This design comes from an exercise in tuning for a short achievable clock period on the open sky130 flow, not from production work.
RTL that was checked went through simulation tests only; none was proved equivalent to the original.
Power figures rest on the tool's default switching activity, not on a simulated workload.

==> job 7275 <==
## UM6845R
module UM6845R
(
	input            CLOCK,
	input            CLKEN,
	input            nRESET,
	input            CRTC_TYPE,
	input            ENABLE,
	input            nCS,
	input            R_nW,
	input            RS,
	input      [7:0] DI,
	output reg [7:0] DO,
	output reg       VSYNC,
	output reg       HSYNC,
	output           DE,
	output reg       FIELD,
	output           CURSOR,
	output reg [13:0] MA,
	output reg  [4:0] RA
);
clock: 6.0 ns
lec_check: 0
abc_clock_period_in_ps: 2500
cap_margin: 20
core_margin: 2
core_utilization: 40
place_density: 0.6
setup_slack_margin: 3.5
slew_margin: 20
tns_end_percent: 100
standard.sh (not shown) runs the stock make flow with config.mk's settings and CLKGATE_MAP_FILE= SYNTH_SCRIPT=/design/flow/synth_recipe.tcl, a recipe that flattens the netlist after the stock synthesis.
==> flow/flow/run.sh <==
#!/bin/bash
# The standard layout, with the ports of the RS / CRTC_TYPE -> DO / DE paths
# placed together and the DO / DE logic rebuilt after floorplan (flow/io.tcl),
# timing repair free to change a cell's footprint, and strong output buffers
# on DO / DE before global routing (flow/ports.tcl).
set -euo pipefail
bash standard.sh IO_CONSTRAINTS="$PWD/flow/io.tcl" PRE_GLOBAL_ROUTE_TCL="$PWD/flow/ports.tcl" MATCH_CELL_FOOTPRINT=0 finish > flow_make.log 2>&1
==> flow/flow/ports.tcl <==
# Before global routing: give the DO / DE output ports and the RS / CRTC_TYPE
# input ports strong buffers; the repair and legalisation that follow in
# global_route.tcl keep the placement legal.
proc ports_upsize {} {
  set block [ord::get_db_block]
  set n 0
  foreach bt [$block getBTerms] {
    set name [$bt getName]
    set net [$bt getNet]
    if {[string match {DO\[*} $name] || $name eq "DE"} {
      foreach it [$net getITerms] {
        if {[$it isOutputSignal]} {
          set inst [$it getInst]
          if {[string match sky130_fd_sc_hd__buf_* [[$inst getMaster] getName]]} {
            replace_cell [$inst getName] sky130_fd_sc_hd__buf_6
            incr n
          }
        }
      }
    }
  }
  puts "ports: resized $n output buffers"
}
ports_upsize
==> flow/flow/surg.tcl <==
# Rebuild the read-data output logic with one gate level before the output mux:
#   DO[i] = mux2i(S=CRTC_TYPE, A0=nor2(~RS, rd0[i]), A1=nand2(RS, rd1[i]))
#   DO[5] = mux2i(S=CRTC_TYPE, A0=nor2(~RS, rd0[5]), A1=a2bb2oi(A1_N=RS, A2_N=vde, B1=RS, B2=rd1[5]))
#   DE    = mux2i(S=CRTC_TYPE, A0=ndesk, A1=nde0)
# which is the function the RTL gives DO and DE, with RS and CRTC_TYPE reaching the
# rest of the logic through a buffer of their own; then remove the logic left without loads.
set ::surg_block [ord::get_db_block]
proc surg_master {n} { return [[ord::get_db] findMaster $n] }
proc surg_inst {cell name conns} {
  set inst [odb::dbInst_create $::surg_block [surg_master $cell] $name]
  foreach {pin net} $conns { [$inst findITerm $pin] connect $net }
  return $inst
}
proc surg_main {} {
  set block $::surg_block
  array set q {}
  foreach inst [$block getInsts] {
    set n [$inst getName]
    if {[regexp {^(rd0|rd1)\\\[(\d)\\\]\$} $n -> b i]} { set q($b,$i) [[$inst findITerm Q] getNet] }
    if {[regexp {^vde\$} $n]} { set q(vde) [[$inst findITerm Q] getNet] }
    if {[regexp {^(nde0|ndesk)\$} $n -> b]} { set q($b) [[$inst findITerm Q] getNet] }
  }
  if {[array size q] != 19} { error "surgery: found [array size q] of 19 register outputs" }
  set rs [$block findNet RS]
  set ct [$block findNet CRTC_TYPE]
  set de [$block findNet DE]
  # the logic other than DO and DE that reads RS / CRTC_TYPE goes through a buffer of its own
  foreach {net tag} [list $rs rs $ct ct] {
    set iso [odb::dbNet_create $block "do_${tag}_other"]
    set moved 0
    foreach it [$net getITerms] {
      if {![$it isInputSignal]} { continue }
      $it disconnect; $it connect $iso; incr moved
    }
    surg_inst sky130_fd_sc_hd__buf_2 "do_${tag}_iso" [list A $net X $iso]
    puts "surgery: $moved loads of $tag moved behind a buffer"
  }
  # DE = ~(CRTC_TYPE ? nde0 : ndesk)
  foreach it [$de getITerms] { if {[$it isOutputSignal]} { $it disconnect } }
  surg_inst sky130_fd_sc_hd__mux2i_4 "de_mux" [list S $ct A0 $q(ndesk) A1 $q(nde0) Y $de]
  set rsn [odb::dbNet_create $block "do_rs_n"]
  surg_inst sky130_fd_sc_hd__inv_4 "do_rs_inv" [list A $rs Y $rsn]
  for {set i 0} {$i < 8} {incr i} {
    set out [$block findNet "DO\[$i\]"]
    if {$out eq "NULL"} { error "surgery: no net DO\[$i\]" }
    foreach it [$out getITerms] { if {[$it isOutputSignal]} { $it disconnect } }
    set na [odb::dbNet_create $block "do_a_$i"]
    set nb [odb::dbNet_create $block "do_b_$i"]
    surg_inst sky130_fd_sc_hd__nor2_2 "do_nor_$i" [list A $rsn B $q(rd0,$i) Y $na]
    if {$i == 5} {
      surg_inst sky130_fd_sc_hd__a2bb2oi_2 "do_st_$i" [list A1_N $rs A2_N $q(vde) B1 $rs B2 $q(rd1,$i) Y $nb]
    } else {
      surg_inst sky130_fd_sc_hd__nand2_2 "do_nand_$i" [list A $rs B $q(rd1,$i) Y $nb]
    }
    surg_inst sky130_fd_sc_hd__mux2i_4 "do_mux_$i" [list S $ct A0 $na A1 $nb Y $out]
  }
  # remove combinational cells whose outputs drive nothing
  set removed 0
  set changed 1
  while {$changed} {
    set changed 0
    foreach inst [$block getInsts] {
      set m [[$inst getMaster] getName]
      if {![string match sky130_fd_sc_hd__* $m] || [string match *df* $m] || [string match *dl* $m]} { continue }
      set hasout 0
      set dead 1
      foreach it [$inst getITerms] {
        if {[$it isOutputSignal]} {
          set hasout 1
          set net [$it getNet]
          if {$net ne "NULL" && ([llength [$net getITerms]] > 1 || [llength [$net getBTerms]] > 0)} { set dead 0 }
        }
      }
      if {$hasout && $dead} {
        set nets {}
        foreach it [$inst getITerms] { set net [$it getNet]; if {$net ne "NULL"} { lappend nets $net } }
        odb::dbInst_destroy $inst
        foreach net $nets { if {[llength [$net getITerms]] == 0 && [llength [$net getBTerms]] == 0} { odb::dbNet_destroy $net } }
        incr removed
        set changed 1
      }
    }
  }
  puts "surgery: rebuilt DO\[7:0\], removed $removed cells"
  # the weakest (_0) gates become their _1 versions
  set swapped 0
  foreach inst [$block getInsts] {
    set m [[$inst getMaster] getName]
    if {[regexp {^(sky130_fd_sc_hd__\w+)_0$} $m -> base]} {
      set new [surg_master ${base}_1]
      if {$new ne "NULL" && [$inst swapMaster $new]} { incr swapped }
    }
  }
  puts "surgery: $swapped _0 gates made _1"
}
surg_main
Other scripts of this flow, unchanged in this note and not shown: flow/flow/io.tcl
==> job 2847: changes against job 7275 <==
--- a/flow/design.v
+++ b/flow/design.v
@@ -150,30 +150,19 @@
 			for (i = 8; i >= d; i = i - 1) begin
 				G[i] = G[i] | (P[i] & G[i-d]);
 				P[i] = P[i] & P[i-d];
 			end
 		add8 = {G[8], (a ^ b) ^ G[7:0]};
 	end
 endfunction
-function [5:0] inc6(input [5:0] a);
-	reg [5:0] P;
-	integer i, d;
-	begin
-		P = a;
-		for (d = 1; d < 6; d = d * 2)
-			for (i = 5; i >= d; i = i - 1)
-				P[i] = P[i] & P[i-d];
-		inc6 = a ^ {P[4:0], 1'b1};
-	end
-endfunction
 wire [8:0]  ra_lo  = add8(row_addr[7:0], R1_h_displayed, 1'b0);
-wire [5:0]  ra_hi1 = inc6(row_addr[13:8]);
+wire [5:0]  ra_hi1 = row_addr[13:8] + 1'd1;
 wire [13:0] ra_adv = {ra_lo[8] ? ra_hi1 : row_addr[13:8], ra_lo[7:0]};
-wire [5:0]  MA_hi1 = inc6(MA[13:8]);
-wire [8:0]  MA_lo1 = add8(MA[7:0], 8'd0, 1'b1);
+wire [5:0]  MA_hi1 = MA[13:8] + 1'd1;
+wire [8:0]  MA_lo1 = MA[7:0] + 1'd1;
 wire [8:0]  MA_loa = add8(MA[7:0], R1_h_displayed, 1'b1);
 wire [13:0] MA_inc = {MA_lo1[8] ? MA_hi1 : MA[13:8], MA_lo1[7:0]};
 wire [13:0] MA_adv = {MA_loa[8] ? MA_hi1 : MA[13:8], MA_loa[7:0]};
 wire [13:0] row_addr_n = reload ? R1213 : adv ? ra_adv : row_addr;
 wire s_rl  = reload;
 wire s_ra  = ~reload & hn_0;
 wire s_adv = ~reload & ~hn_0 & adv;
==> flow/flow/run.sh (replaced) <==
#!/bin/bash
# The standard layout, with the ports of the RS / CRTC_TYPE -> DO / DE paths
# placed together and the DO logic rebuilt after floorplan (flow/io.tcl), and
# timing repair free to change a cell's footprint.
set -euo pipefail
bash standard.sh IO_CONSTRAINTS="$PWD/flow/io.tcl" MATCH_CELL_FOOTPRINT=0 finish > flow_make.log 2>&1
==> flow/flow/surg.tcl (replaced) <==
# Rebuild the read-data output logic with one gate level before the output mux:
#   DO[i] = mux2i(S=CRTC_TYPE, A0=nor2(~RS, rd0[i]), A1=nand2(RS, rd1[i]))
#   DO[5] = mux2i(S=CRTC_TYPE, A0=nor2(~RS, rd0[5]), A1=a2bb2oi(A1_N=RS, A2_N=vde, B1=RS, B2=rd1[5]))
# which is the function the RTL gives DO, then remove the logic left without loads.
set ::surg_block [ord::get_db_block]
proc surg_master {n} { return [[ord::get_db] findMaster $n] }
proc surg_inst {cell name conns} {
  set inst [odb::dbInst_create $::surg_block [surg_master $cell] $name]
  foreach {pin net} $conns { [$inst findITerm $pin] connect $net }
  return $inst
}
proc surg_main {} {
  set block $::surg_block
  array set q {}
  foreach inst [$block getInsts] {
    set n [$inst getName]
    if {[regexp {^(rd0|rd1)\\\[(\d)\\\]\$} $n -> b i]} { set q($b,$i) [[$inst findITerm Q] getNet] }
    if {[regexp {^vde\$} $n]} { set q(vde) [[$inst findITerm Q] getNet] }
  }
  if {[array size q] != 17} { error "surgery: found [array size q] of 17 register outputs" }
  set rs [$block findNet RS]
  set ct [$block findNet CRTC_TYPE]
  set rsn [odb::dbNet_create $block "do_rs_n"]
  surg_inst sky130_fd_sc_hd__inv_4 "do_rs_inv" [list A $rs Y $rsn]
  for {set i 0} {$i < 8} {incr i} {
    set out [$block findNet "DO\[$i\]"]
    if {$out eq "NULL"} { error "surgery: no net DO\[$i\]" }
    foreach it [$out getITerms] { if {[$it isOutputSignal]} { $it disconnect } }
    set na [odb::dbNet_create $block "do_a_$i"]
    set nb [odb::dbNet_create $block "do_b_$i"]
    surg_inst sky130_fd_sc_hd__nor2_2 "do_nor_$i" [list A $rsn B $q(rd0,$i) Y $na]
    if {$i == 5} {
      surg_inst sky130_fd_sc_hd__a2bb2oi_2 "do_st_$i" [list A1_N $rs A2_N $q(vde) B1 $rs B2 $q(rd1,$i) Y $nb]
    } else {
      surg_inst sky130_fd_sc_hd__nand2_2 "do_nand_$i" [list A $rs B $q(rd1,$i) Y $nb]
    }
    surg_inst sky130_fd_sc_hd__mux2i_2 "do_mux_$i" [list S $ct A0 $na A1 $nb Y $out]
  }
  # remove combinational cells whose outputs drive nothing
  set removed 0
  set changed 1
  while {$changed} {
    set changed 0
    foreach inst [$block getInsts] {
      set m [[$inst getMaster] getName]
      if {![string match sky130_fd_sc_hd__* $m] || [string match *df* $m] || [string match *dl* $m]} { continue }
      set hasout 0
      set dead 1
      foreach it [$inst getITerms] {
        if {[$it isOutputSignal]} {
          set hasout 1
          set net [$it getNet]
          if {$net ne "NULL" && ([llength [$net getITerms]] > 1 || [llength [$net getBTerms]] > 0)} { set dead 0 }
        }
      }
      if {$hasout && $dead} {
        set nets {}
        foreach it [$inst getITerms] { set net [$it getNet]; if {$net ne "NULL"} { lappend nets $net } }
        odb::dbInst_destroy $inst
        foreach net $nets { if {[llength [$net getITerms]] == 0 && [llength [$net getBTerms]] == 0} { odb::dbNet_destroy $net } }
        incr removed
        set changed 1
      }
    }
  }
  puts "surgery: rebuilt DO\[7:0\], removed $removed cells"
}
surg_main
removed: flow/flow/ports.tcl
==> job 7958: changes against job 7275 <==
--- a/flow/design.v
+++ b/flow/design.v
@@ -150,30 +150,19 @@
 			for (i = 8; i >= d; i = i - 1) begin
 				G[i] = G[i] | (P[i] & G[i-d]);
 				P[i] = P[i] & P[i-d];
 			end
 		add8 = {G[8], (a ^ b) ^ G[7:0]};
 	end
 endfunction
-function [5:0] inc6(input [5:0] a);
-	reg [5:0] P;
-	integer i, d;
-	begin
-		P = a;
-		for (d = 1; d < 6; d = d * 2)
-			for (i = 5; i >= d; i = i - 1)
-				P[i] = P[i] & P[i-d];
-		inc6 = a ^ {P[4:0], 1'b1};
-	end
-endfunction
 wire [8:0]  ra_lo  = add8(row_addr[7:0], R1_h_displayed, 1'b0);
-wire [5:0]  ra_hi1 = inc6(row_addr[13:8]);
+wire [5:0]  ra_hi1 = row_addr[13:8] + 1'd1;
 wire [13:0] ra_adv = {ra_lo[8] ? ra_hi1 : row_addr[13:8], ra_lo[7:0]};
-wire [5:0]  MA_hi1 = inc6(MA[13:8]);
-wire [8:0]  MA_lo1 = add8(MA[7:0], 8'd0, 1'b1);
+wire [5:0]  MA_hi1 = MA[13:8] + 1'd1;
+wire [8:0]  MA_lo1 = MA[7:0] + 1'd1;
 wire [8:0]  MA_loa = add8(MA[7:0], R1_h_displayed, 1'b1);
 wire [13:0] MA_inc = {MA_lo1[8] ? MA_hi1 : MA[13:8], MA_lo1[7:0]};
 wire [13:0] MA_adv = {MA_loa[8] ? MA_hi1 : MA[13:8], MA_loa[7:0]};
 wire [13:0] row_addr_n = reload ? R1213 : adv ? ra_adv : row_addr;
 wire s_rl  = reload;
 wire s_ra  = ~reload & hn_0;
 wire s_adv = ~reload & ~hn_0 & adv;
==> flow/flow/run.sh (replaced) <==
#!/bin/bash
# The standard layout, with the ports of the RS / CRTC_TYPE -> DO / DE paths
# placed together and the DO logic rebuilt after floorplan (flow/io.tcl), and
# timing repair free to change a cell's footprint.
set -euo pipefail
bash standard.sh IO_CONSTRAINTS="$PWD/flow/io.tcl" MATCH_CELL_FOOTPRINT=0 finish > flow_make.log 2>&1
--- a/flow/flow/surg.tcl
+++ b/flow/flow/surg.tcl
@@ -48,15 +48,15 @@
     set nb [odb::dbNet_create $block "do_b_$i"]
     surg_inst sky130_fd_sc_hd__nor2_2 "do_nor_$i" [list A $rsn B $q(rd0,$i) Y $na]
     if {$i == 5} {
       surg_inst sky130_fd_sc_hd__a2bb2oi_2 "do_st_$i" [list A1_N $rs A2_N $q(vde) B1 $rs B2 $q(rd1,$i) Y $nb]
     } else {
       surg_inst sky130_fd_sc_hd__nand2_2 "do_nand_$i" [list A $rs B $q(rd1,$i) Y $nb]
     }
-    surg_inst sky130_fd_sc_hd__mux2i_4 "do_mux_$i" [list S $ct A0 $na A1 $nb Y $out]
+    surg_inst sky130_fd_sc_hd__mux2i_2 "do_mux_$i" [list S $ct A0 $na A1 $nb Y $out]
   }
   # remove combinational cells whose outputs drive nothing
   set removed 0
   set changed 1
   while {$changed} {
     set changed 0
     foreach inst [$block getInsts] {
@@ -78,19 +78,9 @@
         foreach net $nets { if {[llength [$net getITerms]] == 0 && [llength [$net getBTerms]] == 0} { odb::dbNet_destroy $net } }
         incr removed
         set changed 1
       }
     }
   }
   puts "surgery: rebuilt DO\[7:0\], removed $removed cells"
-  # the weakest (_0) gates become their _1 versions
-  set swapped 0
-  foreach inst [$block getInsts] {
-    set m [[$inst getMaster] getName]
-    if {[regexp {^(sky130_fd_sc_hd__\w+)_0$} $m -> base]} {
-      set new [surg_master ${base}_1]
-      if {$new ne "NULL" && [$inst swapMaster $new]} { incr swapped }
-    }
-  }
-  puts "surgery: $swapped _0 gates made _1"
 }
 surg_main
removed: flow/flow/ports.tcl
==> job 4800: changes against job 7275 <==
--- a/flow/design.v
+++ b/flow/design.v
@@ -150,30 +150,19 @@
 			for (i = 8; i >= d; i = i - 1) begin
 				G[i] = G[i] | (P[i] & G[i-d]);
 				P[i] = P[i] & P[i-d];
 			end
 		add8 = {G[8], (a ^ b) ^ G[7:0]};
 	end
 endfunction
-function [5:0] inc6(input [5:0] a);
-	reg [5:0] P;
-	integer i, d;
-	begin
-		P = a;
-		for (d = 1; d < 6; d = d * 2)
-			for (i = 5; i >= d; i = i - 1)
-				P[i] = P[i] & P[i-d];
-		inc6 = a ^ {P[4:0], 1'b1};
-	end
-endfunction
 wire [8:0]  ra_lo  = add8(row_addr[7:0], R1_h_displayed, 1'b0);
-wire [5:0]  ra_hi1 = inc6(row_addr[13:8]);
+wire [5:0]  ra_hi1 = row_addr[13:8] + 1'd1;
 wire [13:0] ra_adv = {ra_lo[8] ? ra_hi1 : row_addr[13:8], ra_lo[7:0]};
-wire [5:0]  MA_hi1 = inc6(MA[13:8]);
-wire [8:0]  MA_lo1 = add8(MA[7:0], 8'd0, 1'b1);
+wire [5:0]  MA_hi1 = MA[13:8] + 1'd1;
+wire [8:0]  MA_lo1 = MA[7:0] + 1'd1;
 wire [8:0]  MA_loa = add8(MA[7:0], R1_h_displayed, 1'b1);
 wire [13:0] MA_inc = {MA_lo1[8] ? MA_hi1 : MA[13:8], MA_lo1[7:0]};
 wire [13:0] MA_adv = {MA_loa[8] ? MA_hi1 : MA[13:8], MA_loa[7:0]};
 wire [13:0] row_addr_n = reload ? R1213 : adv ? ra_adv : row_addr;
 wire s_rl  = reload;
 wire s_ra  = ~reload & hn_0;
 wire s_adv = ~reload & ~hn_0 & adv;
--- a/flow/flow/surg.tcl
+++ b/flow/flow/surg.tcl
@@ -78,19 +78,9 @@
         foreach net $nets { if {[llength [$net getITerms]] == 0 && [llength [$net getBTerms]] == 0} { odb::dbNet_destroy $net } }
         incr removed
         set changed 1
       }
     }
   }
   puts "surgery: rebuilt DO\[7:0\], removed $removed cells"
-  # the weakest (_0) gates become their _1 versions
-  set swapped 0
-  foreach inst [$block getInsts] {
-    set m [[$inst getMaster] getName]
-    if {[regexp {^(sky130_fd_sc_hd__\w+)_0$} $m -> base]} {
-      set new [surg_master ${base}_1]
-      if {$new ne "NULL" && [$inst swapMaster $new]} { incr swapped }
-    }
-  }
-  puts "surgery: $swapped _0 gates made _1"
 }
 surg_main
==> qor summary <==
metric                                                               job 7275    job 7958    job 2847    job 4800
Via count of the first global-routing pass                              11800       11300       11400       11200
# clk buffers                                                              34          45          47          34
Width of the die                                                       194 um      193 um      193 um      193 um
Count of non-filler cells in the finished layout                         2054        2003        2006        2018
Routability cong.                                                       0.905       0.901       0.895       0.897
Count of non-CTS buffers in the layout                                    167         164         165         180
Post-place instance area                                           15700 um^2  15300 um^2  15300 um^2  15400 um^2
Smallest setup slack after layout                                     3010 ps     3020 ps     3000 ps     3040 ps
DRC violation total after the first TritonRoute iteration                1616        1021        1124        1031
Clock power frac                                                        40.2%       40.4%       38.6%       38.5%
Finished Core Util                                                      52.4%       51.7%       51.4%       52.6%
Net switching power figure                                            1.30 mW     1.23 mW     1.20 mW     1.23 mW
Worst reg-to-reg path cell count                                            8          13          13          10
GRT met2 Usage                                                          38.8%       40.7%       41.9%       41.4%
Worst-Skew Late Latency                                                600 ps      580 ps      560 ps      560 ps
Met2 routed WL                                                        22.1 mm     22.0 mm     22.3 mm     22.6 mm
Overall power consumption                                             4.70 mW     4.57 mW     4.43 mW     4.48 mW
Reg2Reg Capture Point                                                  MA[10]      MA[11]      MA[13]      MA[11]
Outcome                                      no timing/DRC/antenna violations  no timing/DRC/antenna violations  no timing/DRC/antenna violations  no timing/DRC/antenna violations
Top fanout value on the critical path                                       6           6           5           6
Number of antenna violations at the first check in global routing           2           0           0           1
Slowest cell on the critical path                                   a2bb2oi_4   a2bb2oi_2   a2bb2oi_2   a2bb2oi_4
Fraction of layout cells with a size suffix above 1                     24.3%       24.4%       24.3%       25.2%
Number of gates resized after CTS                                         246         224         227         239
Function not checked in job 7275: the RTL went through the layout flow alone.

## re-timing with driven ports
The flow's constraints put no driver on any port. The routed layouts listed below were extracted and timed again, unchanged, in two steps. Step 1: set_driving_cell puts a clkbuf_16 on CLOCK and a buf_2 on each other input, an assumption about the parent block. Step 2 also shifts input and output timing later by t, the mid clock arrival at the registers, as if the neighbouring blocks saw the same clock. Slacks: ideal ports / drivers / drivers and shift; pairs: ideal ports / drivers.
run	t, ns	setup slack, ns	latest minus earliest clock arrival (ns)
job 7275	0.634	3.011 / 2.922 / 2.750	0.042 / 0.042
job 2847	0.596	2.997 / 2.890 / 2.828	0.029 / 0.028
job 7958	0.611	3.021 / 2.933 / 2.757	0.032 / 0.033
job 4800	0.609	3.036 / 2.934 / 2.686	0.025 / 0.025
After both steps setup and hold are still met in every run listed. For job 4800, which loses most, drivers alone change the setup slack by -0.102 ns; drivers and shift together by -0.350 ns.
